What follows belongs to an exercise in optimizing a design on an open flow for small area, a short achievable clock period and few clock cycles per item; a production flow would make more cautious choices.
Only simulation tests tie the RTL to the original design; equivalence was not proved.
Power figures rest on the tool's default switching activity, not on a simulated workload.

## gactx_tile
module gactx_tile (
    input         clk,
    input         rst,
    input         start,
    input  [155:0] in_param,
    input         reverse_ref_in,
    input         reverse_query_in,
    input         complement_ref_in,
    input         complement_query_in,
    input  [3:0]  ref_length,
    input  [3:0]  query_length,
    output [3:0]  ref_bram_rd_addr,
    input  [7:0]  ref_bram_data_in,
    output [3:0]  query_bram_rd_addr,
    input  [7:0]  query_bram_data_in,
    input  [11:0] y_in,
    input         start_last,
    output [11:0] max_score,
    output [3:0]  H_offset,
    input  [3:0]  max_H_offset,
    output [3:0]  V_offset,
    input  [3:0]  max_V_offset,
    output [3:0]  ref_max_score_pos,
    output [3:0]  query_max_score_pos,
    output [7:0]  num_tb_steps,
    output [1:0]  dir,
    output        dir_valid,
    output        done
);
    GACTX_ArrayTop #(
        .NUM_PE(4),
        .LOG_NUM_PE(2),
        .REF_LEN_WIDTH(4),
        .QUERY_LEN_WIDTH(4),
        .PE_WIDTH(12),
        .PARAM_ADDR_WIDTH(4),
        .BT_BRAM_ADDR_WIDTH(6)
    ) u_array (
        .clk                 (clk),
        .rst                 (rst),
        .start               (start),
        .in_param            (in_param),
        .reverse_ref_in      (reverse_ref_in),
        .reverse_query_in    (reverse_query_in),
        .complement_ref_in   (complement_ref_in),
        .complement_query_in (complement_query_in),
        .ref_length          (ref_length),
        .query_length        (query_length),
        .ref_bram_rd_addr    (ref_bram_rd_addr),
        .ref_bram_data_in    (ref_bram_data_in),
        .query_bram_rd_addr  (query_bram_rd_addr),
        .query_bram_data_in  (query_bram_data_in),
        .y_in                (y_in),
        .start_last          (start_last),
        .max_score           (max_score),
        .H_offset            (H_offset),
        .max_H_offset        (max_H_offset),
        .V_offset            (V_offset),
        .max_V_offset        (max_V_offset),
        .ref_max_score_pos   (ref_max_score_pos),
        .query_max_score_pos (query_max_score_pos),
        .num_tb_steps        (num_tb_steps),
  ...
For scale: about 2300 flip-flops, ~260 I/O pins, ~0.12 sq mm of cells after synthesis.
export LEC_CHECK = 0
export CAP_MARGIN = 20
export CORE_MARGIN = 2
export CORE_UTILIZATION = 55
export SLEW_MARGIN = 20
create_clock -name core_clock -period 10.0 [get_ports {clk}]
standard.sh (not shown) runs the stock make flow with config.mk's settings and CLKGATE_MAP_FILE= SYNTH_SCRIPT=/design/flow/synth_recipe.tcl, a recipe that flattens the netlist after the stock synthesis.
==> flow/flow/run.sh <==
#!/bin/bash
set -euo pipefail
bash standard.sh SETUP_SLACK_MARGIN=5.8 finish > flow_make.log 2>&1
The starting point went through all stages and came out clean.
Testbench counts at the start, summed over its fixed seeds: cycles 13,033, tiles 192.
Edit:
--- a/flow/design.v
+++ b/flow/design.v
@@ -308,40 +308,62 @@
             3'b010 : rew_nxt = sub_C;
             3'b011 : rew_nxt = sub_G;
             3'b100 : rew_nxt = sub_T;
             default : rew_nxt = 0;
         endcase
     end
     always @(posedge clk) begin
         rew <= rew_nxt;
     end
+    function sge;
+        input [WIDTH-1:0] a;
+        input [WIDTH-1:0] b;
+        reg [WIDTH-1:0] x, y;
+        reg [WIDTH-1:0] g, e;
+        integer i, s;
+        begin
+            x = {~a[WIDTH-1], a[WIDTH-2:0]};
+            y = {~b[WIDTH-1], b[WIDTH-2:0]};
+            g = x & ~y;
+            e = ~(x ^ y);
+            for (s = 1; s < WIDTH; s = s * 2) begin
+                for (i = WIDTH-1; i >= 0; i = i - 1) begin
+                    if (i - s >= 0) begin
+                        g[i] = g[i] | (e[i] & g[i-s]);
+                        e[i] = e[i] & e[i-s];
+                    end
+                end
+            end
+            sge = g[WIDTH-1] | e[WIDTH-1];
+        end
+    endfunction
     reg signed [WIDTH-1:0] ga, gb, gc, gd;
     reg e_sel, f_sel;
     reg m_ge_E, m_ge_F, F_ge_E;
     reg signed [WIDTH-1:0] new_Eg, new_Fg, new_Mg;
     always @(*) begin
         ga = Mg;         
         gb = Eg;         
         gc = M_in;       
         gd = F_in;       
         match_score = V_diag + rew;
         new_Mg = V_diag + rew + gap_open;
-        e_sel  = (ga >= gb);
-        f_sel  = (gc >= gd);
+        e_sel  = sge(ga, gb);
+        f_sel  = sge(gc, gd);
         new_E = e_sel ? ga : gb;
         new_F = f_sel ? gc : gd;
         new_Eg = new_E + gap_extend;
         new_Fg = new_F + gap_extend;
         new_dir[3] = e_sel;
         new_dir[2] = f_sel;
-        m_ge_E = (match_score >= new_E);
-        m_ge_F = (match_score >= new_F);
-        F_ge_E = (new_F >= new_E);
+        m_ge_E = sge(match_score, new_E);
+        m_ge_F = sge(match_score, new_F);
+        F_ge_E = sge(new_F, new_E);
         if (m_ge_E && m_ge_F) begin
             new_V = match_score;
             pe_state = MATCH;
             new_dir[1:0] = 3;
         end
         else if (F_ge_E) begin
             new_V = new_F;
             pe_state = VER;
             new_dir[1:0] = 1;
Effect: The new run finished clean; final area is lower by about 0.4%; die area is higher by about 0.32%; synthesized cell count is higher by 0.98%; clock-buffer cell count is lower by 13; final cell count is higher by about 0.5%; clock power is lower by about 0.8%; fmax is lower by about 0.35%; non-clock buffer count is lower by 32; clock skew is higher by 28 ps; wire length is higher by about 1.2%; total power is lower by 30%; global-route usage is higher by 0.48 points.
Testbench counts after the change, summed over its fixed seeds: cycles 13,033, tiles 192.

-- what the ideal ports hide --
In the flow no input, the clock included, has a driving cell. The finished layouts below were timed again as built, in two steps. Step 1 sets driving cells, clkbuf_16 on the clock port and buf_2 on the other inputs (assumed; they add their load-dependent delay and slew). Step 2, shift: input delay + t, output delay - t, t = (earliest + latest rising clock arrival at the registers) / 2. This alone moves slack from input paths to output paths. Slacks: no drivers / after step 1 / after step 2; pairs: no drivers / after step 1.
run	t, ns	setup slack, ns	worst setup path after step 2
the first run	0.989	5.288 / 5.288 / 4.921	input to register
the second run	0.985	5.272 / 5.272 / 4.874	input to register
After both steps setup and hold are still met in every run listed. For the second run, which loses most, drivers alone change the setup slack by 0.000 ns; drivers and shift together by -0.398 ns.
